This is an optimization exercise on Yosys and OpenROAD, whose aim is small area, a short achievable clock period and few clock cycles per item, not a production implementation.

wip/maple:
Design alu, start of the top module:
module alu (
	output reg [31:0] result,
	output cout,
	output done,
	input [31:0] ain,
	input [31:0] bin,
	input [2:0] alu_op,
	input
		cin,
		start,
		CLK,
		reset
);
Size in the first run: ~2,400 cells after synthesis, roughly 73 flip-flops, roughly 0.015 mm2 of cells after synthesis.
clock: 11.0 ns
lec_check: 0
abc_area: 1
cap_margin: 20
core_margin: 2
core_utilization: 60
cts_buf_list: sky130_fd_sc_hd__clkbuf_8
setup_slack_margin: 2.6
slew_margin: 20
tns_end_percent: 10
standard.sh (not shown) runs the stock make flow with config.mk's settings and CLKGATE_MAP_FILE= SYNTH_SCRIPT=/design/flow/synth_recipe.tcl, a recipe that flattens the netlist after the stock synthesis.
==> flow/flow/run.sh <==
#!/bin/bash
export BUFFER_PORTS_ARGS="-buffer_cell sky130_fd_sc_hd__buf_1"
bash standard.sh > standard.log 2>&1
Relative to wip/maple, the following input files were edited for wip/onyx:
- SETUP_SLACK_MARGIN changed from 2.6 to 2.5
- ABC_AREA removed (was 1)
- CTS_BUF_LIST removed (was sky130_fd_sc_hd__clkbuf_8)
- TNS_END_PERCENT removed (was 10)
- ABC_CLOCK_PERIOD_IN_PS newly set to 8000
- CORE_UTILIZATION changed from 60 to 40
==> flow/run.sh (new file) <==
#!/bin/bash
# synth_recipe.tcl (not shown) runs the flow's synth.tcl, then flattens the netlist and writes it again
# the make line also repeats each setting of config.mk as NAME=value (left out here)
make -C /OpenROAD-flow-scripts/flow DESIGN_CONFIG=/design/flow/config.mk WORK_HOME=/design/flow/orfs CLKGATE_MAP_FILE= SYNTH_SCRIPT=/design/flow/synth_recipe.tcl finish
removed: flow/flow/run.sh
removed: flow/standard.sh
No stage failed in wip/maple, and the final checks on the layout all came back clean.
In summary, wip/onyx completed successfully, with a layout that passed the timing, DRC and antenna checks.
Changes observed in wip/onyx relative to wip/maple: sequential share of layout area shows a reduction of 2.2 points; count of filler cells inserted in the layout went up.
wip/onyx vs. wip/maple: worst hold margin went up by 0.012 ns.
Of wip/onyx and wip/maple, the higher multi-input gate area in the final layout belongs to wip/onyx.
The number of buffers outside the clock class in the layout reported for wip/onyx is greater than that of wip/maple by about 120%.
wip/maple -> wip/onyx: design area increased by more than 10%
What wip/willow does differently from wip/onyx at the input level:
- CORE_UTILIZATION changed from 40 to 60
- ABC_CLOCK_PERIOD_IN_PS removed (was 8000)
- ABC_AREA newly set to 1
[summary]
Every stage of the flow completed for wip/willow, and the final layout passed the timing, DRC and antenna checks. wip/onyx → wip/willow: final-layout clock-cell area share up 0.19 points; global-route met1 utilization up 13 points. Initial antenna violation count (lower): wip/willow. Looking at last element of the critical path, the mod1.p[6] result is from wip/onyx; the result[31] one comes from wip/willow. The layout overhead on the synthesized area of wip/willow falls short of that of wip/onyx by 17 points. Between wip/willow and wip/onyx, it is wip/willow whose number of gates given a new drive strength after cts is lower, by 187. Going from wip/onyx to wip/willow, the number of post-CTS setup repair buffers was found to have gone down by 65.
Edits applied to the flow inputs when going from wip/willow to wip/cedar:
- setting TNS_END_PERCENT to 10 for the first time
- changing SETUP_SLACK_MARGIN from 2.5 to 3.3
- setting CTS_BUF_LIST to sky130_fd_sc_hd__clkbuf_8 for the first time
==> flow/flow/run.sh (new file) <==
#!/bin/bash
export BUFFER_PORTS_ARGS="-buffer_cell sky130_fd_sc_hd__buf_1"
bash standard.sh > standard.log 2>&1
==> flow/standard.sh (new file) <==
#!/bin/bash
# synth_recipe.tcl (not shown) runs the flow's synth.tcl, then flattens the netlist and writes it again
# the make line also repeats each setting of config.mk as NAME=value (left out here)
make -C /OpenROAD-flow-scripts/flow DESIGN_CONFIG=/design/flow/config.mk WORK_HOME=/design/flow/orfs CLKGATE_MAP_FILE= SYNTH_SCRIPT=/design/flow/synth_recipe.tcl "${@:-finish}"
removed: flow/run.sh
--- outcome ---
- wip/willow and wip/cedar ended up with nearly the same flip-flop and latch share of the layout cell area.
- wip/cedar and wip/willow ended up with roughly the same design area.
- For wip/willow, the highest signal layer in the routed design was met4, unlike wip/cedar, where it was met5.
- wip/cedar ends up with lower critical path's largest stage delay than wip/willow does.
- Comparing wip/willow with wip/cedar, the area added between synthesis and finish came out essentially unchanged.
- Delta (wip/cedar minus wip/willow): hold slack shows no meaningful change; wire length of the first global-routing pass grew by 1.1%; total wire length after detailed routing now sits lower.
- Worst setup margin ends up lower on wip/willow.
Function was not checked in any run of this note: the RTL went through the layout flow alone.

## static timing again, ports no longer ideal
In the flow no input, the clock included, has a driving cell. The finished layouts below were timed again as built, in two steps.
Step 1 assumes that a clkbuf_16 drives the clock port and a buf_2 every other input.
Step 2 also shifts input and output timing later by t, the mid clock arrival at the registers, as if the neighbouring blocks saw the same clock.
Slacks: ideal ports / drivers / drivers and shift; pairs: ideal ports / drivers.
run	shift t [ns]	slack for setup (ns)	hold WS [ns]	worst data-port slew with drivers (ns)	cell pins on the clock port's net
wip/maple	0.417	2.805 / 2.782 / 2.686	0.501 / 0.501 / 0.501	0.08	1
wip/onyx	0.405	2.271 / 2.271 / 2.242	0.513 / 0.513 / 0.513	0.06	1
wip/willow	0.404	2.627 / 2.602 / 2.602	0.501 / 0.501 / 0.501	0.05	1
wip/cedar	0.423	3.198 / 3.137 / 3.137	0.501 / 0.501 / 0.501	0.08	1
After both steps setup and hold are still met in every run listed. For wip/maple, which loses most, drivers alone change the setup slack by -0.023 ns; drivers and shift together by -0.119 ns.
